What follows belongs to an exercise in optimizing a design on an open flow for small area; a production flow would make more cautious choices. Where RTL was checked, it was by simulation tests only, not by an equivalence proof against the original. Function not checked in runs 2 to 6: the RTL went through the layout flow alone. Power is estimated from default activity; no workload was simulated.

## design/flow/config.mk

```make
export PLATFORM = sky130hd
export DESIGN_NAME = fbsbdecoder
export DESIGN_NICKNAME = fbsbdecoder
export VERILOG_FILES = /design/flow/design.v
export SDC_FILE = /design/flow/constraint.sdc
export NUM_CORES = 4
export LEC_CHECK = 0
export CAP_MARGIN = 20
export CORE_MARGIN = 2
export CORE_UTILIZATION = 40
export SLEW_MARGIN = 20
```

## design/flow/constraint.sdc

```tcl
create_clock -name core_clock -period 10.0 [get_ports {pclk}]
set_input_delay 2.0000 -clock core_clock [delete_from_list [all_inputs] [get_ports {pclk}]]
set_output_delay 2.0000 -clock core_clock [all_outputs]
set_load 0.01 [all_outputs]
```

## design/flow/design.v

```verilog
`timescale 1ns / 1ps
module fbsbdecoder(
    input pclk, 
    input resetn, 
    input rx, 
    output [7:0] data_o, 
    output dataValid,
    output reg sample,
    output parity_out
    );
    reg [1:0] RxD_sync;
    always @(posedge pclk or negedge resetn) begin 
        if(~resetn)
            RxD_sync <= 2'b0;
        else
            RxD_sync <= {RxD_sync[0], rx}; 
    end
    reg [2:0] tieoff;
    parameter IDLE = 8'h0; 
    parameter SYNCHIGH0 = 8'h1; 
    parameter SYNCHIGH1 = 8'h2; 
    parameter SYNCHIGH2 = 8'h3; 
    parameter SYNCHIGH3 = 8'h17; 
    parameter SYNCHIGH4 = 8'h18; 
    parameter PENDING = 8'h31; 
    parameter SYNCLOW0 = 8'h4; 
    parameter SYNCLOW1 = 8'h5; 
    parameter SYNCLOW2 = 8'h6; 
    parameter SYNCLOW3 = 8'h19; 
    parameter SYNCLOW4 = 8'h1a; 
    parameter DECODE0 = 8'h7; 
    parameter DECODE1 = 8'h8; 
    parameter DECODE2 = 8'h9; 
    parameter DECODE3 = 8'ha; 
    parameter DECODE4 = 8'hb; 
    parameter DECODE5 = 8'hc; 
    parameter DECODE6 = 8'hd; 
    parameter DECODE7 = 8'he; 
    parameter DECODE8 = 8'hf; 
    parameter DECODE9 = 8'h10; 
    parameter DECODEa = 8'h11; 
    parameter DECODEb = 8'h12; 
    parameter VERIFY0 = 8'h22;
    parameter VERIFY1 = 8'h23;
    parameter VERIFY2 = 8'h24;
    parameter VERIFY3 = 8'h25;
    reg [7:0] nxtState, curState, curStateBuf; 
    reg [5:0] bitcounter;
    reg [30:0] sampleCounter; 
    reg [15:0] nextSamplePoint; 
    reg curParity;
    reg [5:0] curSampledValue, nxtSampledValue;
    reg [3:0] curSampledValueIndex, nxtSampledValueIndex; 
    always @(posedge pclk or negedge resetn) begin 
        if(~resetn) begin 
            sample <= 1'b0; 
            sampleCounter <= 31'h0; 
            nextSamplePoint <= 31'd24;  
        end else begin 
            if((curState == IDLE) || (curState == PENDING)) begin 
                sample <= 1'b0; 
                sampleCounter <= 31'h0; 
                nextSamplePoint <= 31'd8;  
            end else begin 
                sampleCounter <= sampleCounter + 1'b1; 
                if(sampleCounter == nextSamplePoint) begin 
                    sample <= 1'b1;
                end else begin
                    if(curState == VERIFY0) begin
                        sample <= 1'b0;
                        nextSamplePoint <= nextSamplePoint + 31'h50;
                    end
                    if((curState > SYNCLOW2) && ((curState < DECODE9) || (curState[7:4] == 4'h2))) begin
                        if(sampleCounter >= (nextSamplePoint + 31'd3))begin
                            sample <= 1'b0;
                            nextSamplePoint <= nextSamplePoint + 31'd25; 
                        end
                    end else begin
                            if(sampleCounter > nextSamplePoint)begin
                            sample <= 1'b0;
                            if((curState == 8'h1a) && (curSampledValueIndex == 3'h3))
                                nextSamplePoint <= nextSamplePoint + 31'd17;
                            else
                                nextSamplePoint <= nextSamplePoint + 31'd10; 
                        end    
                    end
                end
            end 
        end 
    end 
    function [0:0] decodedValueSync;
        input [4:0] sampledValue;
        integer i; 
        reg [3:0] zeroCounter; 
        reg [3:0] oneCounter; 
        begin 
            zeroCounter = 4'h0; 
            oneCounter = 4'h0; 
            for(i=0;i<5;i=i+1) begin 
                if(sampledValue[i] == 1'b1) begin 
                    oneCounter = oneCounter + 1'b1; 
                end else if(sampledValue[i] == 1'b0) begin 
                    zeroCounter = zeroCounter + 1'b1; 
                end
            end 
            if(oneCounter > zeroCounter) begin 
                decodedValueSync = 1'b1; 
            end else if(oneCounter < zeroCounter) begin 
                decodedValueSync = 1'b0; 
            end else begin 
                decodedValueSync = 1'b0; 
            end 
        end 
    endfunction
    function [2:0] decodedValue;
        input [5:0] sampledValue;
        integer i; 
        reg [3:0] zeroCounter;
        reg [3:0] oneCounter; 
        reg [3:0] one;
        begin 
            zeroCounter = 4'h0; 
            oneCounter = 4'h0; 
            one = 4'h1;
            for(i=0;i<6;i=i+1) begin 
                    if(sampledValue[i] == 1'b1) begin 
                        oneCounter = oneCounter + 1'b1; 
                    end if(sampledValue[i] == 1'b0) begin 
                        zeroCounter = zeroCounter + 1'b1; 
                    end
            end 
            if(oneCounter > zeroCounter) begin
                if(zeroCounter > one) begin 
                    decodedValue = 3'b011; 
                end else begin 
                    decodedValue = 3'b001;
                end
            end
            if(zeroCounter == oneCounter) begin
                decodedValue = 3'b101;
            end
            if(zeroCounter > oneCounter) begin  
                if(oneCounter > one) begin
                    decodedValue = 3'b010;
                end else begin 
                    decodedValue = 3'b000; 
                end
            end
        end
endfunction
    reg [11:0] curRawData;
    reg [11:0] nxtRawData;
    reg curDataValid, nxtDataValid; 
    reg nxtParity;
    reg parity_parity;
    always @(posedge pclk or negedge resetn) begin 
        if(~resetn) begin 
            curState <= IDLE; 
            curRawData <= 12'h0; 
            curDataValid <= 1'b0; 
            curSampledValue <= 5'h0; 
            curSampledValueIndex <= 4'h0; 
            curParity <= 1'b0;
            curStateBuf <= IDLE;
            parity_parity <= 1'b0;
        end else begin 
            curStateBuf <= curState;
            curState <= nxtState; 
            curRawData <= nxtRawData; 
            curDataValid <= nxtDataValid; 
            curSampledValue <= nxtSampledValue; 
            curSampledValueIndex <= nxtSampledValueIndex; 
            curParity <= nxtParity;
            parity_parity <= tieoff[0];           
        end 
    end  
    always @(*) begin 
        nxtState = curState; 
        nxtRawData = curRawData; 
        nxtDataValid = 1'b0; 
        nxtSampledValue = curSampledValue; 
        nxtSampledValueIndex = curSampledValueIndex; 
        nxtParity = curParity;
        tieoff = {2'b00, parity_parity};
        case(curState)
            IDLE: begin 
                nxtParity = 1'b0;
                if(&RxD_sync) begin 
                    nxtState = SYNCHIGH0; 
                    nxtRawData = 12'h0; 
                end 
            end 
            SYNCHIGH0: begin 
                if(sample) begin 
                    nxtSampledValue[nxtSampledValueIndex] = RxD_sync[1]; 
                    nxtSampledValueIndex = curSampledValueIndex + 1'b1; 
                end 
                if(curSampledValueIndex == 4'h5) begin 
                    nxtSampledValueIndex = 4'h0; 
                    if(decodedValueSync(curSampledValue)) begin 
                        nxtState = SYNCHIGH1; 
                    end else begin 
                        nxtState = IDLE; 
                    end 
                end 
            end 
            SYNCHIGH1: begin 
                if(sample) begin 
                    nxtSampledValue[nxtSampledValueIndex] = RxD_sync[1]; 
                    nxtSampledValueIndex = curSampledValueIndex + 1'b1; 
                end 
                if(curSampledValueIndex == 4'h5) begin 
                    nxtSampledValueIndex = 4'h0; 
                    if(decodedValueSync(curSampledValue)) begin 
                        nxtState = SYNCHIGH2; 
                    end else begin 
                        nxtState = IDLE; 
                    end 
                end 
            end 
            SYNCHIGH2: begin 
                if(sample) begin 
                    nxtSampledValue[nxtSampledValueIndex] = RxD_sync[1]; 
                    nxtSampledValueIndex = curSampledValueIndex + 1'b1; 
                end 
                if(curSampledValueIndex == 4'h5) begin 
                    nxtSampledValueIndex = 4'h0; 
                    if(decodedValueSync(curSampledValue)) begin 
                        nxtState = SYNCHIGH3; 
                    end else begin 
                        nxtState = IDLE; 
                    end 
                end 
            end 
            SYNCHIGH3: begin 
                if(sample) begin 
                    nxtSampledValue[nxtSampledValueIndex] = RxD_sync[1]; 
                    nxtSampledValueIndex = curSampledValueIndex + 1'b1; 
                end 
                if(curSampledValueIndex == 4'h5) begin 
                    nxtSampledValueIndex = 4'h0; 
                    if(decodedValueSync(curSampledValue)) begin 
                        nxtState = SYNCHIGH4; 
                    end else begin 
                        nxtState = IDLE; 
                    end 
                end 
            end 
            SYNCHIGH4: begin 
                if(sample) begin 
                    nxtSampledValue[nxtSampledValueIndex] = RxD_sync[1]; 
                    nxtSampledValueIndex = curSampledValueIndex + 1'b1; 
                end 
                if(curSampledValueIndex == 4'h4) begin 
                    nxtSampledValueIndex = 4'h0; 
                    if(decodedValueSync({curSampledValue, 1'b1})) begin 
                        nxtState = PENDING; 
                    end else begin 
                        nxtState = IDLE; 
                    end 
                end 
            end 
            PENDING: begin 
                if(~|RxD_sync) begin 
                    nxtState = SYNCLOW0; 
                end 
            end 
            SYNCLOW0: begin 
                if(sample) begin 
                    nxtSampledValue[nxtSampledValueIndex] = RxD_sync[1]; 
                    nxtSampledValueIndex = curSampledValueIndex + 1'b1; 
                end 
                if(curSampledValueIndex == 4'h5) begin 
                    nxtSampledValueIndex = 4'h0; 
                    if(~decodedValueSync(curSampledValue)) begin 
                        nxtState = SYNCLOW1; 
                    end else begin 
                        nxtState = SYNCLOW0; 
                    end 
                end 
            end 
            SYNCLOW1: begin 
                if(sample) begin 
                    nxtSampledValue[nxtSampledValueIndex] = RxD_sync[1]; 
                    nxtSampledValueIndex = curSampledValueIndex + 1'b1; 
                end 
                if(curSampledValueIndex == 4'h5) begin 
                    nxtSampledValueIndex = 4'h0; 
                    if(~decodedValueSync(curSampledValue)) begin 
                        nxtState = SYNCLOW2; 
                    end else begin 
                        nxtState = IDLE; 
                    end 
                end 
            end 
            SYNCLOW2: begin 
                if(sample) begin 
                    nxtSampledValue[nxtSampledValueIndex] = RxD_sync[1]; 
                    nxtSampledValueIndex = curSampledValueIndex + 1'b1; 
                end 
                if(curSampledValueIndex == 4'h5) begin 
                    nxtSampledValueIndex = 4'h0; 
                    if(~decodedValueSync(curSampledValue)) begin 
                        nxtState = SYNCLOW3; 
                    end else begin 
                        nxtState = IDLE; 
                    end 
                end 
            end 
            SYNCLOW3: begin 
                if(sample) begin 
                    nxtSampledValue[nxtSampledValueIndex] = RxD_sync[1]; 
                    nxtSampledValueIndex = curSampledValueIndex + 1'b1; 
                end 
                if(curSampledValueIndex == 4'h5) begin 
                    nxtSampledValueIndex = 4'h0; 
                    if(~decodedValueSync(curSampledValue)) begin 
                        nxtState = SYNCLOW4; 
                    end else begin 
                        nxtState = IDLE; 
                    end 
                end 
            end 
            SYNCLOW4: begin 
                if(sample) begin 
                    nxtSampledValue[nxtSampledValueIndex] = RxD_sync[1]; 
                    nxtSampledValueIndex = curSampledValueIndex + 1'b1; 
                end 
                if(curSampledValueIndex == 4'h4) begin 
                    nxtSampledValueIndex = 4'h0; 
                    if(~decodedValueSync({curSampledValue, 1'b0})) begin 
                        nxtState = DECODE0; 
                    end else begin 
                        nxtState = IDLE; 
                    end 
                end 
            end 
            DECODE0: begin 
                if(sample) begin 
                    nxtSampledValue[nxtSampledValueIndex] = RxD_sync[1]; 
                    nxtSampledValueIndex = curSampledValueIndex + 1'b1; 
                end
                if(curSampledValueIndex == 4'h6) begin 
                    nxtSampledValueIndex = 4'h0; 
                    nxtRawData[7] = decodedValue(curSampledValue ^ 6'b000111) & 3'b001; 
                    nxtParity = nxtRawData[7];
                    nxtState = DECODE1; 
                end 
            end 
            DECODE1: begin 
                if(sample) begin 
                    nxtSampledValue[nxtSampledValueIndex] = RxD_sync[1]; 
                    nxtSampledValueIndex = curSampledValueIndex + 1'b1; 
                end 
                if(curSampledValueIndex == 4'h6) begin 
                    nxtSampledValueIndex = 4'h0; 
                    nxtRawData[6] = decodedValue(curSampledValue ^ 6'b000111) & 3'b001; 
                    nxtParity = curParity ^ nxtRawData[6];
                    nxtState = DECODE2; 
                end 
            end 
            DECODE2: begin 
                if(sample) begin 
                    nxtSampledValue[nxtSampledValueIndex] = RxD_sync[1]; 
                    nxtSampledValueIndex = curSampledValueIndex + 1'b1; 
                end 
                if(curSampledValueIndex == 4'h6) begin 
                    nxtSampledValueIndex = 4'h0; 
                    nxtRawData[5] = decodedValue(curSampledValue ^ 6'b000111) & 3'b001; 
                    nxtParity = curParity ^ nxtRawData[5];
                    nxtState = DECODE3; 
                end 
            end 
            DECODE3: begin 
                if(sample) begin 
                    nxtSampledValue[nxtSampledValueIndex] = RxD_sync[1]; 
                    nxtSampledValueIndex = curSampledValueIndex + 1'b1; 
                end 
                if(curSampledValueIndex == 4'h6) begin 
                    nxtSampledValueIndex = 4'h0; 
                    nxtRawData[4] = decodedValue(curSampledValue ^ 6'b000111) & 3'b001; 
                    nxtParity = curParity ^ nxtRawData[4];
                    nxtState = DECODE4; 
                end 
            end 
            DECODE4: begin 
                if(sample) begin 
                    nxtSampledValue[nxtSampledValueIndex] = RxD_sync[1]; 
                    nxtSampledValueIndex = curSampledValueIndex + 1'b1; 
                end 
                if(curSampledValueIndex == 4'h6) begin 
                    nxtSampledValueIndex = 4'h0; 
                    nxtRawData[3] = decodedValue(curSampledValue ^ 6'b000111) & 3'b001; 
                    nxtParity = curParity ^ nxtRawData[3];
                    nxtState = DECODE5; 
                end 
            end 
            DECODE5: begin 
                if(sample) begin 
                    nxtSampledValue[nxtSampledValueIndex] = RxD_sync[1]; 
                    nxtSampledValueIndex = curSampledValueIndex + 1'b1; 
                end 
                if(curSampledValueIndex == 4'h6) begin 
                    nxtSampledValueIndex = 4'h0; 
                    nxtRawData[2] = decodedValue(curSampledValue ^ 6'b000111) & 3'b001; 
                    nxtParity = curParity ^ nxtRawData[2];
                    nxtState = DECODE6; 
                end 
            end 
            DECODE6: begin 
                if(sample) begin 
                    nxtSampledValue[nxtSampledValueIndex] = RxD_sync[1]; 
                    nxtSampledValueIndex = curSampledValueIndex + 1'b1; 
                end 
                if(curSampledValueIndex == 4'h6) begin 
                    nxtSampledValueIndex = 4'h0; 
                    nxtRawData[1] = decodedValue(curSampledValue ^ 6'b000111) & 3'b001; 
                    nxtParity = curParity ^ nxtRawData[1];
                    nxtState = DECODE7; 
                end 
            end 
            DECODE7: begin 
                if(sample) begin 
                    nxtSampledValue[nxtSampledValueIndex] = RxD_sync[1]; 
                    nxtSampledValueIndex = curSampledValueIndex + 1'b1; 
                end 
                if(curSampledValueIndex == 4'h6) begin 
                    nxtSampledValueIndex = 4'h0; 
                    nxtRawData[0] = decodedValue(curSampledValue ^ 6'b000111) & 3'b001; 
                    nxtParity = curParity ^ nxtRawData[0];
                    nxtState = DECODE8; 
                end 
            end 
            DECODE8: begin 
                if(sample) begin 
                    nxtSampledValue[nxtSampledValueIndex] = RxD_sync[1]; 
                    nxtSampledValueIndex = curSampledValueIndex + 1'b1; 
                end 
                if(curSampledValueIndex == 4'h5) begin 
                    nxtSampledValueIndex = 4'h0; 
                    {tieoff[2], tieoff[1], tieoff[0]} = decodedValue(curSampledValue ^ 6'b000111); 
                    if(bitcounter == 6'd35)
                        nxtState = VERIFY0;
                    else
                        nxtState = DECODE0; 
                end 
            end 
            DECODE9: begin 
                if(sample) begin 
                    nxtSampledValue[nxtSampledValueIndex] = RxD_sync[1]; 
                    nxtSampledValueIndex = curSampledValueIndex + 1'b1; 
                end 
                if(curSampledValueIndex == 4'h5) begin 
                    nxtSampledValueIndex = 4'h0; 
                    nxtRawData[9] = decodedValue(curSampledValue); 
                    nxtState = DECODEa; 
                end 
            end 
            DECODEa: begin 
                if(sample) begin 
                    nxtSampledValue[nxtSampledValueIndex] = RxD_sync[1]; 
                    nxtSampledValueIndex = curSampledValueIndex + 1'b1; 
                end 
                if(curSampledValueIndex == 4'h5) begin 
                    nxtSampledValueIndex = 4'h0; 
                    nxtRawData[10] = decodedValue(curSampledValue); 
                    nxtState = DECODEb; 
                end 
            end 
            DECODEb: begin 
                if(sample) begin 
                    nxtSampledValue[nxtSampledValueIndex] = RxD_sync[1]; 
                    nxtSampledValueIndex = curSampledValueIndex + 1'b1; 
                end 
                if(curSampledValueIndex == 4'h5) begin 
                    nxtSampledValueIndex = 4'h0; 
                    nxtRawData[11] = decodedValue(curSampledValue); 
                    nxtState = VERIFY0; 
                end 
            end 
            VERIFY0: begin 
                nxtState = VERIFY1; 
            end 
            VERIFY1: begin 
                    nxtState = VERIFY2; 
            end 
            VERIFY2: begin 
                    nxtState = VERIFY3; 
            end 
            VERIFY3: begin 
                    nxtState = IDLE; 
            end 
            default: begin 
                nxtState = IDLE; 
            end 
        endcase 
    end 
    always@(posedge pclk or negedge resetn) begin
        if(~resetn)
            bitcounter <= 6'b0;
        else begin
        if(curStateBuf == DECODE8) begin
            if(curState != curStateBuf) begin
                if(bitcounter < 6'd35)
                    bitcounter <= bitcounter + 1;
            end
        end
        if(curState == IDLE)
            bitcounter <= 6'b0;
        end
    end
    reg validFlag;
    reg validReq;
    reg [4:0] dataValid_reg;
    always@(posedge pclk or negedge resetn) begin
        if(~resetn) begin
            dataValid_reg <= 5'b0;
            validFlag <= 1'b0;
        end else begin
        dataValid_reg[4:1] <= dataValid_reg[3:0];
        if(validReq == 1'b1) begin
            if(validFlag == 1'b0) begin
                dataValid_reg[0] <= 1'b1;
                validFlag <= 1'b1;
            end else begin
                dataValid_reg[0] <= 1'b0;
            end
        end else begin
            dataValid_reg[0] <= 1'b0;
            validFlag <= 1'b0;
        end
        end
    end
    always@(posedge pclk or negedge resetn) begin
        if(~resetn)
            validReq <= 1'b0;
        else if((curStateBuf == DECODE8) && (curState != DECODE8))
            validReq <= 1'b1;
        else
            validReq <= 1'b0;
    end
    assign data_o = curRawData[7:0];
    assign dataValid = dataValid_reg[4];
    assign parity_out = curParity ^ parity_parity;
endmodule
```

## design/flow/run.sh

```bash
#!/bin/bash
# synth_recipe.tcl (not shown) runs the flow's synth.tcl, then flattens the netlist and writes it again
# the make line also repeats each setting of config.mk as NAME=value (left out here)
make -C /OpenROAD-flow-scripts/flow DESIGN_CONFIG=/design/flow/config.mk WORK_HOME=/design/flow/orfs CLKGATE_MAP_FILE= SYNTH_SCRIPT=/design/flow/synth_recipe.tcl finish
```

==> out/metrics.yaml, run 1 <==
instances_no_fill: 1177
numClockSinks: 95
area_growth_pct: 7.925
yosys.cell_types.count: 79
ys_seq_elements: 95
irDropWorstVdd_v: 0.0001164
syn_nets: 1006
port-buffer-count: 13
via_per_inst: 5.566
cts_setup_buffers: 0
final.setup.tns_ns: 0
layout_common_cells: "nor2_1 (113), dfrtp_1 (93), nand2_1 (82)"
hold_start: "dataValid_reg[1]"
crit_required_ns: 10.27
path_class: "register to register"
synth_largest_area_cell: "dfrtp_1"
critPathLaunch: "curSampledValue[2]"
grt_pass1_vias: 6280
dieHeight_um: 143.1
critPathArrivalTime_ns: 5.08
slowest_delay_ns: 0.86
grt.total_usage_pct: 18.89
hold_class: "register to register"
cp-end-kind: "register"
cts_resized: 0
cp_num_buf_inv: 2
core-area_um2: 18830
wl_per_cell_um: 15.63
die_x_um: 143.1
grt_pass1_wl_um: 31360
row_count: 50
wl_um: 18390
timing.rr.start: "curSampledValue[2]"
netlist_area_um2: 7736
hold_violations: 0
synth_area_leaders: "dfrtp_1 (30%), ha_1 (11%), nor2_1 (5.5%)"
antenna_found_initial: 0
worstMarginPinSlew_ns: 0.8101
slew_headroom_pct: 45.57
ant_nets: 0
clockBufferDepth: 2
max_flop_register: "sampleCounter"
finClkSkew_ns: 0.005355
report.final.slew_viol_count: 0
cts_root_buf: "clkbuf_16"
drt_iter0_drc: 585
io-pin-count: 14
status: "complete, no violations"
synthCells: 932
cts_hold_buffers: 0
drv_cap: 0
synth_edf_count: 0
cts_tree: "yes"
start_util_pct: 41.08
grt-ovfl-total: 0
crit_path_max_fanout: 15
largest_reg_flops: 31
numCtsBuffers: 9
setup_viol: 0
place.detailed.hpwl_um: 13360
p_leak_uw: 0.003486
firstDrtPassIters: 5
place_inst: 1160
drcViolationCount: 0
reg_top3: "sampleCounter x31, nextSamplePoint x16, curRawData x8"
ctsHtreeMaxLevel: 3
reg2reg_depth: 17
crit_slowest_cell: "fa_1"
cts.clk_slew.worst_paths_ns: 0.07
synth_ff_type: "dfrtp_1"
r2r_end: "curRawData[0]"
timing.fmax_mhz: 208.2
critical_path.top_delay_family: "adder cells"
hold_path_end: "dataValid_reg[2]"
r2r_slack_ns: 5.20
async_flop_share_pct: 100.0
antennaDiodeCount: 0
crit_top_cell: "nor2_1"
finalCritPeriodShare_pct: 48.03
vias: 6551
routabilityCongestion: 0.8609
grt_start_max_net_pins: 53
final_common_cell: "nor2_1"
die_area_um2: 20470
clock_latency_ns: 0.35
drive_above_1_share_pct: 5.780
syn_area_per_cell_um2: 8.301
ys_warn_count: 1
synth_top_area_share_pct: 30.08
rsz0062_at_grt: "no"
nets: 986
crit_chain: "inv_1, fa_1, xor2_1, nor2_1, nor2_1, inv_1, ha_1, mux2_2, ha_1, nor2b_1, o21a_1, o21a_1, o21ai_1, nand2_1, nor2_1, a32oi_1, o21ai_0"
timing.hold.ws_ns: 0.3473
fin_crit_ns: 4.803
start_kind: "register"
powerDensity_nw_per_um2: 221.3
seq_area_frac_synth_pct: 30.76
min_path_cells: 0
layer usage:
layer,global-route usage (%),vias up,wire (um)
met2,31.18,133,8591
li1,-,3283,-
met1,25.48,3114,8806
met5,0,-,0
met4,5.367,0,303
met3,3.152,21,691
where the power goes:
| part | total (uW) | switching (uW) | leakage, uW | internal, uW |
|---|---|---|---|---|
| combinational | 924 | 551 | 0.00203 | 372 |
| clock | 384 | 151 | 0.000160 | 233 |
| sequential | 540 | 107 | 0.00129 | 434 |
cells by family (layout without fill, tap and decap cells):
group                      after synthesis  after routing  synth area share, %
adders and majority gates               71             71                11.58
and+or+nand+nor                        373            373                23.52
muxes                                   24             24                3.364
buffers and inverters                   89             74                4.480
xor gates and xnor gates                81             81                9.170
DFF                                     95             95                30.76
AOI/OAI and AO/OA                      199            199                17.13
final cells by class:
type | count | area, um^2
clock buffer | 13 | 260.3
clock inverter | 3 | 65.06
fill | 1860 | 10480
inverter | 41 | 153.9
multi-input combinational | 748 | 5010
sequential | 95 | 2380
tap | 260 | 325.3
timing repair buffer | 17 | 155.1
metrics by stage:
stage	setup WS, ns	area, um^2	power, uW	util, %
5_1_grt	4.707	8349	2009	44.34
2_1_floorplan	5.417	7736	1255	-
3_3_place_gp	5.314	8019	1458	42.58
6_report	5.197	8349	1848	44.34
4_1_cts	5.177	8344	1860	44.31
3_5_place_dp	5.188	8019	1467	42.58
cells in the mapped netlist, types with 12 or more instances:
| library cell | number |
|---|---|
| nand3_1 | 36 |
| o21ai_0 | 39 |
| a21oi_1 | 61 |
| a31oi_1 | 12 |
| nor2_1 | 113 |
| dfrtp_1 | 93 |
| nand2_1 | 82 |
| nor2b_1 | 21 |
| nor3_1 | 30 |
| xnor2_1 | 48 |
| ha_1 | 70 |
| mux2_2 | 12 |
| or3_1 | 12 |
| clkbuf_1 | 35 |
| inv_1 | 41 |
| xor2_1 | 33 |
| nand4_1 | 25 |
worst max path at each step:
| stage | endpoint | slack, ns | cells past startpoint |
|---|---|---|---|
| 4_1_cts | curRawData[0] | 5.18 | 17 |
| 5_1_grt | curRawData[0] | 4.71 | 18 |
| 6_report | curRawData[0] | 5.20 | 17 |
| 2_1_floorplan | curState[0] | 5.42 | 18 |
| 3_5_place_dp | curRawData[0] | 5.19 | 17 |
| 3_3_place_gp | curRawData[0] | 5.31 | 18 |
==> run 2: changes to the inputs <==
==> design/flow/design.v (replaced) <==
`timescale 1ns / 1ps
module fbsbdecoder(
    input pclk,
    input resetn,
    input rx,
    output [7:0] data_o,
    output dataValid,
    output sample,
    output parity_out
    );
    localparam [4:0] SH0 = 5'd0,  SH4 = 5'd4,  IDLE = 5'd7;
    localparam [4:0] SL0 = 5'd8,  SL4 = 5'd12, PEND = 5'd15;
    localparam [4:0] D0  = 5'd16, D7  = 5'd23, D8 = 5'd24, VER = 5'd25;
    reg [1:0] sync;
    reg       s2;
    reg [4:0] st;
    reg [5:0] cnt;
    reg       half;
    reg [1:0] vote;
    reg [4:0] dd;
    reg [13:0] r;
    reg [7:0] data;
    reg       par, pp;
    reg [2:0] tmr;
    wire idle  = (st == IDLE);
    wire pend  = (st == PEND);
    wire scls  = ~st[4] & ~(st[2] & (st[1] | st[0]));    
    wire dcls  = st[4] & ~(st[3] & st[0]);                
    wire ver   = (st == VER);
    wire lastg = st[2];                                   
    wire low   = st[3];                                   
    wire stuck = ~|r[13:3];
    assign sample = (scls & (dd == 5'd0)) | (dcls & (dd[4:2] == 3'd0) & ~(dd[1] & dd[0]));
    wire ev    = sample & (dd == 5'd0);                   
    wire cap   = sample;
    wire rxs   = sync[1];
    wire v3    = (vote == 2'd3);
    wire sdec  = scls & (cnt[2:0] == (lastg ? 3'd4 : 3'd5));
    wire spass = low ? ~v3 : (lastg ? vote[1] : v3);
    wire ddec  = dcls & ~half & (dd == 5'd24);
    wire ppdec = (st == D8) & half & (dd == 5'd0);
    wire last  = (cnt == 6'd35);
    wire vb    = rxs ^ (dcls & ~half);
    wire [1:0] vinc = (vote == 2'd3) ? 2'd3 : vote + {1'b0, vb};
    always @(posedge pclk or negedge resetn) begin
        if (~resetn) begin
            sync <= 2'b0;
            st   <= IDLE;
            data <= 8'h0;
            par  <= 1'b0;
            pp   <= 1'b0;
            tmr  <= 3'd0;
        end else begin
            sync <= {sync[0], rx};
            tmr  <= tmr + {2'b0, |tmr};
            if (idle) begin
                par <= 1'b0;
                if (&sync) begin
                    st   <= SH0;
                    data <= 8'h0;
                end
            end else if (pend) begin
                if (~|sync) st <= SL0;
            end else if (sdec) begin
                if (spass) st <= lastg ? (low ? D0 : PEND) : st + 5'd1;
                else       st <= (st == SL0) ? SL0 : IDLE;
            end else if (ddec) begin
                if (st == D8) begin
                    st  <= last ? VER : D0;
                    tmr <= 3'd2;
                end else begin
                    st <= st + 5'd1;
                    data[~st[2:0]] <= v3;
                    par <= (st == D0) ? v3 : par ^ v3;
                end
            end else if (ver) begin
                if (dd == 5'd21) st <= IDLE;
            end
            if (ppdec) pp <= v3;
        end
    end
    always @(posedge pclk) begin
        s2 <= rxs;
        if (idle | pend)
            dd <= 5'd9;
        else if (ev)
            dd <= dcls ? 5'd24 : ((st == SL4) & (cnt[2:0] == 3'd3)) ? 5'd18 : 5'd9;
        else if (~(stuck & (dd == 5'd3)))
            dd <= dd - 5'd1;
        if (idle | pend)
            r <= 14'd3278;
        else if (ev)
            r <= r + (dcls ? 14'd5 : ((st == SL4) & (cnt[2:0] == 3'd3)) ? 14'd3 : 14'd2);
        if (idle | (scls & sdec))
            cnt <= 6'd0;
        else if ((scls & cap) | ((st == D8) & ddec))
            cnt <= cnt + 6'd1;
        if (~dcls)
            half <= 1'b0;
        else if (ev)
            half <= ~half;
        if (idle | sdec)
            vote <= 2'd0;
        else if (ddec)
            vote <= (st == D7) ? {1'b0, s2} : 2'd0;
        else if (cap)
            vote <= vinc;
    end
    assign data_o     = data;
    assign dataValid  = &tmr;
    assign parity_out = par ^ pp;
endmodule
==> out/metrics.yaml, run 2 <==
status: "complete, no violations"
grt_pass1_wl_um: 11770  # -62%
slowest_delay_ns: 0.65  # -0.21 ns
cp_num_buf_inv: 3  # +1
die_area_um2: 8465  # -59%
fin_crit_ns: 4.700  # -0.1026 ns
area_growth_pct: 9.128
synth_edf_count: 0  # unchanged
core-area_um2: 7607  # -60%
drcViolationCount: 0  # unchanged
timing.fmax_mhz: 212.8  # +2.2%
reg_top3: "r x14, data x8, cnt x6"
setup_viol: 0  # unchanged
finClkSkew_ns: 0.006908  # +0.001553 ns
rsz0062_at_grt: "no"
synth_top_area_share_pct: 18.74  # -11 points
grt_pass1_vias: 2391  # -62%
firstDrtPassIters: 5  # unchanged
async_flop_share_pct: 40.82  # -59 points
ys_warn_count: 1  # unchanged
slew_headroom_pct: 41.69  # -3.9 points
antenna_found_initial: 0  # unchanged
final_common_cell: "nand2_1"
seq_area_frac_synth_pct: 35.02  # +4.3 points
syn_nets: 377  # -63%
die_x_um: 92.01  # -36%
start_kind: "register"
cp-end-kind: "output pin"
grt-ovfl-total: 0  # unchanged
drv_cap: 0  # unchanged
grt_start_max_net_pins: 21  # -60%
grt_use_met3_pct: 3.040  # -0.11 points
synth_area_leaders: "dfxtp_1 (19%), dfrtp_1 (14%), ha_1 (8.9%)"
crit_slowest_cell: "dfstp_2"
synth_largest_area_cell: "dfxtp_1"
finish.utilization_pct: 44.44  # +0.10 points
dieHeight_um: 92.01  # -36%
use_met1_pct: 24.36  # -1.1 points
place_inst: 448  # -61%
synth_common_cells: "nand2_1 (30), dfxtp_1 (29), o21ai_0 (24), ha_1 (22), nor2_1 (22)"
crit_path_max_fanout: 12  # -3
instances_no_fill: 456  # -61%
cts_resized: 0  # unchanged
drt_iter0_drc: 226  # -61%
final-seq-area_um2: 1085  # -54%
multi_input_area_um2: 1863  # -63%
numClockSinks: 49  # -48%
crit_required_ns: 8.00  # -2.27 ns
path_class: "register to output pin"
ant_nets: 0  # unchanged
crit_chain: "inv_1, ha_1, nor2b_1, nor3b_1, o21ai_0, inv_1, clkdlybuf4s50_1"
wl_per_cell_um: 14.86  # -4.9%
irDropWorstVdd_v: 0.00005854  # -50%
placed_cell_area_um2: 3269  # -59%
place.detailed.hpwl_um: 4999  # -63%
netlist_area_um2: 3098  # -60%
critPathArrivalTime_ns: 2.70  # -2.38 ns
cts.clk_slew.worst_paths_ns: 0.09  # +0.02 ns
report.final.slew_viol_count: 0  # unchanged
fill_cells: 744  # -60%
routabilityCongestion: 0.8613  # about the same
cts_hold_buffers: 0  # unchanged
gr-usage-met2_pct: 26.35  # -4.8 points
cts_setup_buffers: 0  # unchanged
vias: 2547  # -61%
synthCells: 351  # -62%
max_flop_register: "r"
nets: 379  # -62%
powerDensity_nw_per_um2: 100.4  # -55%
critical_path.top_delay_family: "buffers and inverters"
cts_tree: "yes"
hold_class: "register to register"
crit_top_cell: "inv_1"
synth_ff_type: "dfxtp_1"
drive_above_1_share_pct: 6.497  # +0.72 points
wl_um: 6777  # -63%
start_util_pct: 40.72  # -0.36 points
synth.most_common_cell: "nand2_1"
finalCritPeriodShare_pct: 47.00  # -1.0 points
via_per_inst: 5.586  # +0.35%
port-buffer-count: 13  # unchanged
timing.hold.ws_ns: 0.4029  # +0.05562 ns
syn_area_per_cell_um2: 8.826  # +6.3%
worstMarginPinSlew_ns: 0.8720  # +0.06183 ns
hold_violations: 0  # unchanged
ys_seq_elements: 49  # -48%
busiest_layer: "met2"
final.setup.tns_ns: 0  # unchanged
ctsHtreeMaxLevel: 2  # -1
p_leak_uw: 0.001371  # -61%
yosys.cell_types.count: 65  # -18%
layout_common_cells: "nand2_1 (30), dfxtp_1 (29), o21ai_0 (24)"
cts_root_buf: "clkbuf_8"
antennaDiodeCount: 0  # unchanged
clockBufferDepth: 2  # unchanged
io-pin-count: 14  # unchanged
row_count: 32  # -36%
numCtsBuffers: 5  # -4
design_area_um2: 3381  # -60%
grt.total_usage_pct: 17.01  # -1.9 points
largest_reg_flops: 14  # -55%
clock_latency_ns: 0.31  # -0.04 ns
run 2: cell count changes in the layout (fill, tap and decap cells not counted), sizes merged, moves of 17 or more:
cell / before / now
a21oi: 62 / 17
dfrtp: 93 / 17
dfxtp: 0 / 29
ha: 70 / 22
inv: 41 / 19
nand2: 82 / 30
nand3: 37 / 10
nand4: 25 / 8
nor2: 113 / 22
nor3: 30 / 6
xnor2: 48 / 8
xor2: 33 / 12
run 2: path summary, 6_finish.rpt:
path / cells past startpoint / slack [ns] / startpoint / to
worst max register to register: 11 / 6.98 / st[0] / r[8]
worst min-delay path: 0 / 0.40 / sync[0] / sync[1]
min in group asynchronous: 1 / 2.18 / resetn / data[5]
worst max-delay path: 7 / 5.30 / st[0] / sample
worst min register to register: 0 / 0.40 / sync[0] / sync[1]
max in group asynchronous: 1 / 7.28 / resetn / st[3]
run 2: cells by family (layout without fill, tap and decap cells):
group / Yosys count / count (layout) / synth area share [%]
simple gates: 124 / 124 / 22.37
fa+ha+maj: 23 / 23 / 9.531
compound gates: 96 / 96 / 21.28
mux: 4 / 4 / 1.292
xor+xnor: 20 / 20 / 5.654
buf+inv: 35 / 38 / 4.846
flops: 49 / 49 / 35.02
run 2: final cells by class:
type | count | area share (%)
clock buffer | 6 | 2.776
clock inverter | 2 | 0.5181
inverter | 17 | 1.887
multi-input combinational | 267 | 55.11
sequential | 49 | 32.09
tap | 102 | 3.775
timing repair buffer | 13 | 3.849
run 2: power by group:
part / leakage (uW) / switching (uW) / total [uW] / internal (uW)
Clock: 0.0000573 / 72.9 / 139 / 66.4
Combinational: 0.000815 / 1.86 / 2.88 / 1.02
Sequential: 0.000498 / 0.472 / 197 / 197
Total: 0.00137 / 75.3 / 340 / 264
run 2: layer usage:
metal  share of wire (%)  vias up
li1                    -     1283
met1                  50     1208
met2                  44       47
met3                 3.7        9
met4                 1.5        0
met5                   0        -
run 2: per-stage QoR:
stage | setup WS [ns] | total power (uW)
6_report | 5.300 | 339.6
5_1_grt | 5.116 | 354.0
4_1_cts | 5.287 | 345.6
3_5_place_dp | 5.629 | 204.7
3_3_place_gp | 5.670 | 204.7
2_1_floorplan | 6.201 | 202.1
==> run 3: changes to the inputs <==
--- a/design/flow/config.mk
+++ b/design/flow/config.mk
@@ -7,5 +7,6 @@
 export LEC_CHECK = 0
 export CAP_MARGIN = 20
 export CORE_MARGIN = 2
-export CORE_UTILIZATION = 40
+export CORE_UTILIZATION = 88
+export PLACE_DENSITY = 0.93
 export SLEW_MARGIN = 20
==> out/metrics.yaml, run 3 <==
ys_seq_elements: 49  # unchanged
row_count: 21  # -34%
die_x_um: 63.34  # -31%
async_flop_share_pct: 40.82  # unchanged
syn_area_per_cell_um2: 8.826  # unchanged
dieHeight_um: 63.34  # -31%
start_util_pct: 92.11  # +51 points
synth_common_cells: "nand2_1 (30), dfxtp_1 (29), o21ai_0 (24), ha_1 (22), nor2_1 (22)"
synth_edf_count: 0  # unchanged
synth.most_common_cell: "nand2_1"
synth_top_area_share_pct: 18.74  # unchanged
synth_area_leaders: "dfxtp_1 (19%), dfrtp_1 (14%), ha_1 (8.9%)"
yosys.cell_types.count: 65  # unchanged
synth_ff_type: "dfxtp_1"
netlist_area_um2: 3098  # unchanged
stop_error: "[ERROR GPL-0301] Utilization 103.085 % exceeds 100%."
ys_warn_count: 1  # unchanged
synthCells: 351  # unchanged
syn_nets: 377  # unchanged
seq_area_frac_synth_pct: 35.02  # unchanged
synth_largest_area_cell: "dfxtp_1"
haltStage: "3_1_place_gp_skip_io"
status: "stopped before the end"
[run 3: cell counts after synthesis]
No cell type changed its count.
[run 3: logic make-up after synthesis]
logic type | synth area share, %
buffers and inverters | 4.846
multiplexers | 1.292
flip-flops | 35.02
AND/OR/NAND/NOR | 22.37
AO/OA/AOI/OAI | 21.28
XOR/XNOR | 5.654
adder cells (fa/ha/maj) | 9.531
==> run 4: changes to the inputs <==
--- a/design/flow/config.mk
+++ b/design/flow/config.mk
@@ -7,6 +7,6 @@
 export LEC_CHECK = 0
 export CAP_MARGIN = 20
 export CORE_MARGIN = 2
-export CORE_UTILIZATION = 88
-export PLACE_DENSITY = 0.93
+export CORE_UTILIZATION = 70
+export PLACE_DENSITY = 0.75
 export SLEW_MARGIN = 20
==> out/metrics.yaml, run 4 <==
critPathLaunch: "st[0]"
final.setup.tns_ns: 0
start_util_pct: 72.14  # -20 points
status: "complete, no violations"
place.detailed.hpwl_um: 5072
cts_hold_buffers: 0
hold_violations: 0
cts_setup_buffers: 0
drv_cap: 0
cts_root_buf: "clkbuf_8"
syn_area_per_cell_um2: 8.826  # unchanged
numCtsBuffers: 5
yosys.cell_types.count: 65  # unchanged
grt-ovfl-total: 0
slew_headroom_pct: 38.91
setup_viol: 0
port-buffer-count: 13
fill_cells: 317
rsz0062_at_grt: "no"
dieHeight_um: 70.53  # +11%
drive_above_1_share_pct: 6.497
fin_crit_ns: 4.743
die_area_um2: 4974
wl_per_cell_um: 17.27
path_class: "register to output pin"
reg_top3: "r x14, data x8, cnt x6"
synth_top_area_share_pct: 18.74  # unchanged
timing.fmax_mhz: 210.8
powerDensity_nw_per_um2: 100.9
synth_largest_area_cell: "dfxtp_1"
grt_pass1_vias: 2575
cts.clk_slew.worst_paths_ns: 0.09
drt_iter0_drc: 225
report.final.slew_viol_count: 0
finalCritPeriodShare_pct: 47.43
wl_um: 7013
final_common_cell: "nand2_1"
grt.total_usage_pct: 30.52
nets: 379
ant_nets: 0
antenna_found_initial: 0
crit_path_max_fanout: 12
die_x_um: 70.53  # +11%
max_flop_register: "r"
ctsHtreeMaxLevel: 2
crit_required_ns: 8.00
synth_area_leaders: "dfxtp_1 (19%), dfrtp_1 (14%), ha_1 (8.9%)"
start_kind: "register"
numClockSinks: 49
async_flop_share_pct: 40.82  # unchanged
core-area_um2: 4294
area_growth_pct: 7.068
timing.rr.start: "st[0]"
netlist_area_um2: 3098  # unchanged
synthCells: 351  # unchanged
firstDrtPassIters: 4
cp-end-kind: "output pin"
placed_cell_area_um2: 3207
hold_start: "sync[0]"
drcViolationCount: 0
hold_class: "register to register"
vias: 2653
clockBufferDepth: 2
layout_common_cells: "nand2_1 (30), dfxtp_1 (29), o21ai_0 (24)"
finClkSkew_ns: 0.01481
irDropWorstVdd_v: 0.0001106
grt_pass1_wl_um: 12020
largest_reg_flops: 14
row_count: 24  # +14%
antennaDiodeCount: 0
routabilityCongestion: 0.9234
critPathArrivalTime_ns: 2.74
synth_edf_count: 0  # unchanged
worstMarginPinSlew_ns: 0.9135
ys_warn_count: 1  # unchanged
grt_start_max_net_pins: 21
cts_resized: 0
p_leak_uw: 0.001366
synth.most_common_cell: "nand2_1"
cts_tree: "yes"
clock_latency_ns: 0.32
io-pin-count: 14
synth_ff_type: "dfxtp_1"
via_per_inst: 6.534
ys_seq_elements: 49  # unchanged
design_area_um2: 3317
power.total_uw: 334.6
seq_area_frac_synth_pct: 35.02  # unchanged
syn_nets: 377  # unchanged
synth_common_cells: "nand2_1 (30), dfxtp_1 (29), o21ai_0 (24), ha_1 (22), nor2_1 (22)"
==> run 4: power breakdown <==
group	switching [uW]	total (uW)	leakage, uW	internal (uW)
Clock	69.5	134	0.0000525	64.8
Sequential	0.417	197	0.000498	197
Combinational	1.99	3.02	0.000815	1.02
==> run 4: worst paths after layout <==
path                       endpoint  slack, ns  cells after the start
max                          sample       5.26                      7
min                         sync[1]       0.40                      0
max reg2reg                   r[12]       6.84                     11
min reg2reg                 sync[1]       0.40                      0
max in group asynchronous     st[3]       7.24                      1
min in group asynchronous   data[0]       2.19                      1
==> run 4: cell families (layout without fill, tap and decap cells) <==
group	count (synthesis)	after routing	share of synthesized area [%]
mux	4	4	1.292
flops	49	49	35.02
compound gates	96	96	21.28
fa+ha+maj	23	23	9.531
buf+inv	35	38	4.846
xor+xnor	20	20	5.654
simple gates	124	124	22.37
==> run 4: metal layers <==
layer	track usage [%]	vias up	routed length (um)
met4	16.03	0	250
met5	0	-	0
met3	6.349	22	398
met2	51.36	99	3456
met1	36.64	1255	2907
li1	-	1277	-
==> run 4: area by class of cell <==
cell class / instances / area, um^2 / area share, %
multi-input combinational: 267 / 1863 / 56.17
sequential: 49 / 1085 / 32.70
timing repair buffer: 13 / 130.1 / 3.923
clock buffer: 6 / 93.84 / 2.829
tap: 52 / 65.06 / 1.962
inverter: 17 / 63.81 / 1.924
clock inverter: 2 / 16.27 / 0.4904
==> run 4: metrics by stage <==
stage / util [%] / instances / hold WS (ns) / setup WS (ns)
after global routing: 77.24 / 406 / 0.4236 / 5.019
after detailed placement: 74.68 / 398 / 0.3794 / 5.638
after global placement: 74.68 / 398 / 0.3756 / 5.689
after floorplan: - / 351 / 0.3666 / 6.201
final: 77.24 / 406 / 0.3953 / 5.257
after CTS: 77.24 / 406 / 0.4038 / 5.301
==> run 4: worst max-delay path, cell delays in order, from the launching register on <==
cell and delay, ns:
dfstp_2 0.66, inv_1 0.15, ha_1 0.35, nor2b_1 0.38, nor3b_1 0.11, o21ai_0 0.21
inv_1 0.09, clkdlybuf4s50_1 0.48
==> run 5: changes to the inputs <==
--- a/design/flow/design.v
+++ b/design/flow/design.v
@@ -12,7 +12,6 @@
     localparam [4:0] SL0 = 5'd8,  SL4 = 5'd12, PEND = 5'd15;
     localparam [4:0] D0  = 5'd16, D7  = 5'd23, D8 = 5'd24, VER = 5'd25;
     reg [1:0] sync;
-    reg       s2;
     reg [4:0] st;
     reg [5:0] cnt;
     reg       half;
@@ -21,7 +20,6 @@
     reg [13:0] r;
     reg [7:0] data;
     reg       par, pp;
-    reg [2:0] tmr;
     wire idle  = (st == IDLE);
     wire pend  = (st == PEND);
     wire scls  = ~st[4] & ~(st[2] & (st[1] | st[0]));    
@@ -40,6 +38,8 @@
     wire ddec  = dcls & ~half & (dd == 5'd24);
     wire ppdec = (st == D8) & half & (dd == 5'd0);
     wire last  = (cnt == 6'd35);
+    wire sixth = dcls & half & (dd == 5'd0) & (st != D8);
+    wire tmode = idle | ((st == SH0) & (cnt[2:0] == 3'd0));
     wire vb    = rxs ^ (dcls & ~half);
     wire [1:0] vinc = (vote == 2'd3) ? 2'd3 : vote + {1'b0, vb};
     always @(posedge pclk or negedge resetn) begin
@@ -49,10 +49,9 @@
             data <= 8'h0;
             par  <= 1'b0;
             pp   <= 1'b0;
-            tmr  <= 3'd0;
+            vote <= 2'd0;
         end else begin
             sync <= {sync[0], rx};
-            tmr  <= tmr + {2'b0, |tmr};
             if (idle) begin
                 par <= 1'b0;
                 if (&sync) begin
@@ -67,20 +66,28 @@
             end else if (ddec) begin
                 if (st == D8) begin
                     st  <= last ? VER : D0;
-                    tmr <= 3'd2;
                 end else begin
                     st <= st + 5'd1;
-                    data[~st[2:0]] <= v3;
-                    par <= (st == D0) ? v3 : par ^ v3;
+                    data[~st[2:0]] <= vote[1];
+                    par <= (st == D0) ? vote[1] : par ^ vote[1];
                 end
             end else if (ver) begin
                 if (dd == 5'd21) st <= IDLE;
             end
             if (ppdec) pp <= v3;
+            if (sdec)
+                vote <= 2'd0;
+            else if (ddec)
+                vote <= (st == D7) ? {1'b0, vote[0]} : 2'd0;
+            else if (ver)
+                vote <= {1'b0, dd == 5'd21};
+            else if (cap)
+                vote <= sixth ? {vinc == 2'd3, rxs} : vinc;
+            else if (tmode)
+                vote <= vote + {1'b0, |vote};
         end
     end
     always @(posedge pclk) begin
-        s2 <= rxs;
         if (idle | pend)
             dd <= 5'd9;
         else if (ev)
@@ -99,14 +106,8 @@
             half <= 1'b0;
         else if (ev)
             half <= ~half;
-        if (idle | sdec)
-            vote <= 2'd0;
-        else if (ddec)
-            vote <= (st == D7) ? {1'b0, s2} : 2'd0;
-        else if (cap)
-            vote <= vinc;
     end
     assign data_o     = data;
-    assign dataValid  = &tmr;
+    assign dataValid  = ((st == D0) & ~half & (dd == 5'd18)) | (tmode & (vote == 2'd3));
     assign parity_out = par ^ pp;
 endmodule
==> design/flow/flow/run.sh (new file) <==
#!/bin/bash
# Own layout flow: the standard ORFS flow (standard.sh) with two changes to synthesis
# and two to placement/CTS:
#  - the combinational logic is mapped with an area-oriented ABC script (flow/area.abc)
#    instead of ORFS's speed script, and adders are left to ABC (no ha/fa cell mapping);
#    everything else in synthesis, including register mapping and naming, is the standard
#    synthesis (synth_recipe.tcl sourcing ORFS's synth.tcl, patched only at the abc call);
#  - ports are buffered with buf_1 instead of the default clkdlybuf4s50_1;
#  - CTS uses small clock buffers and no dummy loads.
# Each tool's output goes to the ORFS logs under orfs/logs; make's output to flow_make.log.
set -euo pipefail
W=$(pwd)
F=$W/flow
# ORFS synth.tcl with the abc call's script swapped for flow/area.abc
sed 's#^  log_cmd abc {\*}\$abc_args#  set abc_args [lreplace $abc_args 1 1 $::env(OWN_ABC_SCRIPT)]\n  log_cmd abc {*}$abc_args#' \
  "$FLOW_HOME/scripts/synth.tcl" > "$W/own_synth_body.tcl"
grep -q OWN_ABC_SCRIPT "$W/own_synth_body.tcl"
sed "s#\$::env(SCRIPTS_DIR)/synth.tcl#$W/own_synth_body.tcl#" "$W/synth_recipe.tcl" > "$W/own_synth.tcl"
grep -q own_synth_body "$W/own_synth.tcl"
export OWN_ABC_SCRIPT=$F/area.abc
export BUFFER_PORTS_ARGS="-buffer_cell sky130_fd_sc_hd__buf_1"
export CTS_ARGS="-sink_clustering_enable -repair_clock_nets -dont_use_dummy_load -buf_list {sky130_fd_sc_hd__clkbuf_8}"
bash "$W/standard.sh" SYNTH_SCRIPT="$W/own_synth.tcl" ADDER_MAP_FILE= finish > "$W/flow_make.log" 2>&1
==> design/flow/flow/area.abc (new file) <==
strash
ifraig
scorr
dc2
strash
&get -n
&dch -f
&nf -R 1000
&put
topo
stime -c
==> design/flow/standard.sh (new file) <==
#!/bin/bash
# synth_recipe.tcl (not shown) runs the flow's synth.tcl, then flattens the netlist and writes it again
# the make line also repeats each setting of config.mk as NAME=value (left out here)
make -C /OpenROAD-flow-scripts/flow DESIGN_CONFIG=/design/flow/config.mk WORK_HOME=/design/flow/orfs CLKGATE_MAP_FILE= SYNTH_SCRIPT=/design/flow/synth_recipe.tcl "${@:-finish}"
removed: design/flow/run.sh
==> out/metrics.yaml, run 5 <==
timing.fmax_mhz: 232.5  # +10%
synth.most_common_cell: "nand2_1"
ys_warn_count: 1  # unchanged
final_common_cell: "nand2_1"
clock_latency_ns: 0.30  # -0.02 ns
cts_setup_buffers: 0  # unchanged
netlist_area_um2: 2315  # -25%
via_per_inst: 6.293  # -3.7%
die_area_um2: 3783  # -24%
cp-end-kind: "output pin"
critical_path.top_delay_family: "simple AND/OR/NAND/NOR gates"
setup_viol: 0  # unchanged
numClockSinks: 45  # -8.2%
fin_crit_ns: 4.301  # -0.4416 ns
antennaDiodeCount: 0  # unchanged
place.detailed.hpwl_um: 3684  # -27%
die_x_um: 61.51  # -13%
grt-ovfl-total: 0  # unchanged
cts_tree: "yes"
vias: 2215  # -17%
reg_top3: "r x14, data x8, cnt x6"
grt_pass1_vias: 1918  # -26%
layout_common_cells: "nand2_1 (39), nor2_1 (37), a21oi_1 (26), o21ai_0 (26), dfxtp_1 (26)"
grt.total_usage_pct: 29.45  # -1.1 points
ys_seq_elements: 45  # -8.2%
yosys.cell_types.count: 42  # -35%
antenna_found_initial: 0  # unchanged
report.final.slew_viol_count: 0  # unchanged
row_count: 20  # -17%
drv_cap: 0  # unchanged
path_class: "register to output pin"
finalCritPeriodShare_pct: 43.01  # -4.4 points
numCtsBuffers: 5  # unchanged
yosys.area_share.xor_xnor_pct: 5.676  # +0.021 points
ant_nets: 0  # unchanged
start_util_pct: 74.60  # +2.5 points
slew_headroom_pct: 42.92  # +4.0 points
crit_required_ns: 8.00  # about the same
crit_path_max_fanout: 22  # +10
slowest_delay_ns: 0.76  # +0.10 ns
syn_nets: 292  # -23%
cts_root_buf: "clkbuf_8"
dieHeight_um: 61.51  # -13%
seq_area_frac_synth_pct: 43.19  # +8.2 points
rsz0062_at_grt: "no"
cts_hold_buffers: 0  # unchanged
critPathArrivalTime_ns: 2.30  # -0.44 ns
crit_slowest_cell: "dfstp_2"
wl_per_cell_um: 14.57  # -16%
routabilityCongestion: 0.9208  # -0.28%
cp_num_buf_inv: 1  # -2
synth_fa_ha_area_share_pct: 0  # -9.5 points
final.setup.tns_ns: 0  # unchanged
drive_above_1_share_pct: 2.922  # -3.6 points
synth_edf_count: 0  # unchanged
powerDensity_nw_per_um2: 117.7  # +17%
drt_iter0_drc: 145  # -36%
clockBufferDepth: 2  # unchanged
synth_mux_area_share_pct: 0.9189  # -0.37 points
io-pin-count: 14  # unchanged
grt_pass1_wl_um: 8335  # -31%
irDropWorstVdd_v: 0.0001193  # +7.8%
synth_ff_type: "dfxtp_1"
p_leak_uw: 0.0009821  # -28%
status: "complete, no violations"
fill_cells: 232  # -27%
firstDrtPassIters: 5  # +1
async_flop_share_pct: 42.22  # +1.4 points
hold_violations: 0  # unchanged
start_kind: "register"
core-area_um2: 3103  # -28%
ctsHtreeMaxLevel: 2  # unchanged
nets: 313  # -17%
synth_compound_area_share_pct: 20.92  # -0.37 points
drcViolationCount: 0  # unchanged
largest_reg_flops: 14  # unchanged
crit_chain: "nand3_1, or3_1, nand2_1, nand3_1, o41ai_1, buf_1"
synth_top_family_by_area: "simple AND/OR/NAND/NOR gates"
yosys.area_share.simple_pct: 28.00  # +5.6 points
hold_class: "register to register"
cts_resized: 0  # unchanged
r2r_slack_ns: 5.90  # -0.94 ns
place_inst: 346  # -13%
synth_common_cells: "nand2_1 (39), nor2_1 (37), a21oi_1 (26), dfxtp_1 (26), o21ai_0 (26)"
synth_largest_area_cell: "dfxtp_1"
syn_area_per_cell_um2: 8.009  # -9.3%
synth_area_leaders: "dfxtp_1 (22%), dfrtp_1 (17%), nand2_1 (6.3%)"
cts.clk_slew.worst_paths_ns: 0.08  # about the same
synth_top_area_share_pct: 22.49  # +3.7 points
crit_top_cell: "nand3_1"
wl_um: 5129  # -27%
port-buffer-count: 13  # unchanged
instances_no_fill: 352  # -13%
area_growth_pct: 7.946
grt_start_max_net_pins: 23  # +9.5%
synthCells: 289  # -18%
finClkSkew_ns: 0.01884  # +0.004035 ns
worstMarginPinSlew_ns: 0.8472  # -0.06635 ns
max_flop_register: "r"
run 5: cell types whose count changed in the layout (fill, tap and decap cells not counted), moves of 6 or more:
cell / delta
nand2_1: +9
nor3_1: +14
clkinv_1: +8
or3_1: -6
inv_1: -17
clkdlybuf4s50_1: -13
o21ai_1: -6
a21oi_1: +9
buf_1: +13
xor2_1: -6
ha_1: -22
nor2_1: +15
run 5: final timing paths:
path / start / to / cells after the start
max reg2reg: st[3] / r[13] / 13
max in group asynchronous: resetn / st[0] / 2
min reg2reg: sync[0] / sync[1] / 0
min: sync[0] / sync[1] / 0
max: st[2] / dataValid / 6
min in group asynchronous: resetn / pp / 1
run 5: cell type report:
cell class              instances  area, um^2  share of cell area [%]
clock buffers                   5       68.82                   2.754
well taps                      44       55.05                   2.203
multi-input cells             236        1285                   51.43
flip-flops and latches         45       999.7                   40.01
repair buffers                 14       60.06                   2.404
inverters                       8       30.03                   1.202
run 5: logic make-up (layout without fill, tap and decap cells):
family                    Yosys count  count (layout)
muxes                               2               2
buffers and inverters               8              27
xor gates and xnor gates           15              15
and+or+nand+nor                   138             138
AOI/OAI and AO/OA                  81              81
DFF                                45              45
run 5: stage by stage:
step / power, uW / util, % / hold WS [ns] / instance area, um^2 / setup slack (ns)
after floorplan: 194.3 / - / 0.3749 / 2315 / 6.440
after global placement: 198.1 / 77.94 / 0.4218 / 2419 / 6.160
after detailed placement: 198.3 / 77.94 / 0.4285 / 2419 / 6.070
after CTS: 295.2 / 80.16 / 0.4576 / 2487 / 5.728
after global routing: 303.8 / 80.52 / 0.4595 / 2499 / 5.541
final: 294.0 / 80.52 / 0.4559 / 2499 / 5.699
run 5: metal layers:
metal  GRT usage, %  up-vias  wire length, um
met3          6.513       18              288
met5              0        -                0
met2          48.87       87             2420
met1          36.22     1014             2254
met4          13.98        0              165
li1               -     1096                -
run 5: where the power goes:
group / leakage (uW) / internal [uW] / total, uW / switching, uW
Combinational: 0.000494 / 4.14 / 10.5 / 6.34
Sequential: 0.000452 / 182 / 185 / 3.01
Clock: 0.0000359 / 45.0 / 98.9 / 53.9
Total: 0.000982 / 231 / 294 / 63.3
==> run 6: changes to the inputs <==
--- a/design/flow/flow/run.sh
+++ b/design/flow/flow/run.sh
@@ -19,5 +19,5 @@
 grep -q own_synth_body "$W/own_synth.tcl"
 export OWN_ABC_SCRIPT=$F/area.abc
 export BUFFER_PORTS_ARGS="-buffer_cell sky130_fd_sc_hd__buf_1"
-export CTS_ARGS="-sink_clustering_enable -repair_clock_nets -dont_use_dummy_load -buf_list {sky130_fd_sc_hd__clkbuf_8}"
+export CTS_ARGS="-sink_clustering_enable -repair_clock_nets -dont_use_dummy_load -sink_clustering_size 50 -sink_clustering_max_diameter 200 -buf_list {sky130_fd_sc_hd__clkbuf_16}"
 bash "$W/standard.sh" SYNTH_SCRIPT="$W/own_synth.tcl" ADDER_MAP_FILE= finish > "$W/flow_make.log" 2>&1
==> out/metrics.yaml, run 6 <==
status: "complete, no violations"
cts_root_buf: "clkbuf_16"
cts_resized: 0  # unchanged
cp_num_buf_inv: 1  # unchanged
ys_seq_elements: 45  # unchanged
setup_viol: 0  # unchanged
grt.total_usage_pct: 30.36  # +0.91 points
hold_violations: 0  # unchanged
crit_chain: "nand3_1, or3_1, nand2_1, nand3_1, o41ai_1, buf_1"
synth_edf_count: 0  # unchanged
instances_no_fill: 351  # -0.28%
drcViolationCount: 0  # unchanged
max_flop_register: "r"
synth_ff_type: "dfxtp_1"
fill_cells: 211  # -9.1%
clockBufferDepth: 2  # unchanged
critPathLaunch: "st[2]"
start_util_pct: 74.60  # unchanged
synth_area_leaders: "dfxtp_1 (22%), dfrtp_1 (17%), nand2_1 (6.3%)"
numCtsBuffers: 5  # unchanged
seq_area_frac_synth_pct: 43.19  # unchanged
final_common_cell: "nand2_1"
finalCritPeriodShare_pct: 42.94  # -0.073 points
multi_input_area_um2: 1285  # unchanged
cp-end-kind: "output pin"
ctsHtreeMaxLevel: 2  # unchanged
vias: 2193  # -0.99%
wl_um: 5254  # +2.4%
irDropWorstVdd_v: 0.0001514  # +27%
grt_start_max_net_pins: 23  # unchanged
crit_slowest_cell: "dfstp_2"
syn_nets: 292  # unchanged
cts_tree: "yes"
grt_pass1_wl_um: 8569  # +2.8%
row_count: 20  # unchanged
core-area_um2: 3103  # unchanged
die_x_um: 61.51  # unchanged
worst-path-stages: 6  # unchanged
die_area_um2: 3783  # unchanged
crit_path_max_fanout: 22  # unchanged
report.final.slew_viol_count: 0  # unchanged
routabilityCongestion: 0.9208  # unchanged
place.detailed.hpwl_um: 3684  # unchanged
grt-ovfl-total: 0  # unchanged
grt_pass1_vias: 1967  # +2.6%
syn_area_per_cell_um2: 8.009  # unchanged
final.setup.tns_ns: 0  # unchanged
r2r_end: "r[13]"
timing.hold.ws_ns: 0.4620  # +0.006175 ns
reg2reg_depth: 13  # unchanged
async_flop_share_pct: 42.22  # unchanged
cp-endpoint: "dataValid"
cts_hold_buffers: 0  # unchanged
slowest_delay_ns: 0.76  # about the same
critical_path.top_delay_family: "simple AND/OR/NAND/NOR gates"
crit_required_ns: 8.00  # about the same
synth_common_cells: "nand2_1 (39), nor2_1 (37), a21oi_1 (26), dfxtp_1 (26), o21ai_0 (26)"
cts.clk_slew.worst_paths_ns: 0.06  # -0.02 ns
largest_reg_flops: 14  # unchanged
synth_largest_area_cell: "dfxtp_1"
antennaDiodeCount: 0  # unchanged
powerDensity_nw_per_um2: 134.5  # +14%
drt_iter0_drc: 155  # +6.9%
cts_setup_buffers: 0  # unchanged
area_growth_pct: 9.946
final-seq-area_um2: 999.7  # unchanged
place_inst: 346  # unchanged
r2r_slack_ns: 5.91  # about the same
finClkSkew_ns: 0.01260  # -0.006242 ns
placed_cell_area_um2: 2419  # unchanged
synthCells: 289  # unchanged
drive_above_1_share_pct: 2.932  # +0.0095 points
hold_class: "register to register"
worstMarginPinSlew_ns: 0.8232  # -0.02396 ns
critPathArrivalTime_ns: 2.29  # about the same
ant_nets: 0  # unchanged
path_class: "register to output pin"
finish.utilization_pct: 82.02  # +1.5 points
yosys.cell_types.count: 42  # unchanged
drv_cap: 0  # unchanged
slew_headroom_pct: 44.54  # +1.6 points
io-pin-count: 14  # unchanged
crit_top_cell: "nand3_1"
clock_latency_ns: 0.28  # -0.02 ns
numClockSinks: 45  # unchanged
port-buffer-count: 13  # unchanged
antenna_found_initial: 0  # unchanged
design_area_um2: 2545  # +1.9%
synth.most_common_cell: "nand2_1"
netlist_area_um2: 2315  # unchanged
nets: 312  # -0.32%
timing.rr.start: "st[3]"
layout_common_cells: "nand2_1 (39), nor2_1 (37), a21oi_1 (26), o21ai_0 (26), dfxtp_1 (26)"
wl_per_cell_um: 14.97  # +2.7%
dieHeight_um: 61.51  # unchanged
synth_top_area_share_pct: 22.49  # unchanged
fin_crit_ns: 4.294  # -0.007270 ns
via_per_inst: 6.248  # -0.71%
rsz0062_at_grt: "no"
timing.fmax_mhz: 232.9  # +0.17%
firstDrtPassIters: 4  # -1
ys_warn_count: 1  # unchanged
start_kind: "register"
p_leak_uw: 0.001005  # +2.3%
reg_top3: "r x14, data x8, cnt x6"
==> run 6: changes by cell type in the layout (fill, tap and decap cells not counted), sizes merged <==
cell,previous run,this run
buf,14,12
clkbuf,5,6
==> run 6: area by class of cell <==
| cell class | count | area share [%] |
|---|---|---|
| clock buffer | 5 | 4.916 |
| inverter | 8 | 1.180 |
| multi-input combinational | 236 | 50.49 |
| sequential | 45 | 39.28 |
| tap | 44 | 2.163 |
| timing repair buffer | 13 | 1.967 |
==> run 6: cells by family (layout without fill, tap and decap cells) <==
logic type                after synthesis  after routing  share of synthesized area [%]
xor gates and xnor gates               15             15                          5.676
DFF                                    45             45                          43.19
buffers and inverters                   8             26                          1.297
muxes                                   2              2                         0.9189
AOI/OAI and AO/OA                      81             81                          20.92
and+or+nand+nor                       138            138                          28.00
==> run 6: worst min path at each step <==
stage	from	cells after the start	slack (ns)	endpoint
floorplan	sync[0]	0	0.37	sync[1]
global placement	sync[0]	0	0.42	sync[1]
detailed placement	sync[0]	0	0.43	sync[1]
CTS	sync[0]	0	0.45	sync[1]
global route	sync[0]	0	0.46	sync[1]
finish	sync[0]	0	0.46	sync[1]
==> run 6: metrics by stage <==
| step | worst slack [ns] | power (uW) |
|---|---|---|
| finish | 5.706 | 342.2 |
| global route | 5.572 | 353.2 |
| CTS | 5.745 | 342.3 |
| detailed placement | 6.070 | 198.3 |
| global placement | 6.160 | 198.1 |
| floorplan | 6.440 | 194.3 |
==> run 6: routing by layer <==
layer	vias up	routed length, um	GRT usage (%)
met5	-	0	0
met4	0	171	14.29
met3	20	289	7.143
met2	89	2475	50.38
met1	997	2317	37.14
li1	1087	-	-
==> run 6: where the power goes <==
group          switching (uW)  total, uW  internal (uW)
combinational            6.34       10.1           3.81
sequential               2.99        185            182
clock                    59.0        147           88.1
total                    68.3        342            274

-- separate check: timing with driven ports --
Ports are ideal in the flow. The routed layouts listed here were re-timed in OpenROAD. Step 1 assumes that a clkbuf_16 drives the clock port and a buf_2 every other input. Step 2, shift: input delay + t, output delay - t, t = (earliest + latest rising clock arrival at the registers) / 2. This alone moves slack from input paths to output paths. a / b / c = no drivers / after step 1 / after step 2; a / b = the first two.
run | t (ns) | setup slack, ns | worst register clock-pin slew, ns
run 1 | 0.398 | 5.197 / 5.197 / 5.197 | 0.07 / 0.07
run 2 | 0.333 | 5.300 / 5.270 / 5.602 | 0.10 / 0.10
run 4 | 0.335 | 5.257 / 5.231 / 5.566 | 0.10 / 0.10
run 5 | 0.322 | 5.699 / 5.671 / 5.903 | 0.08 / 0.08
run 6 | 0.311 | 5.706 / 5.673 / 5.914 | 0.06 / 0.06
After both steps setup and hold are still met in every run listed.
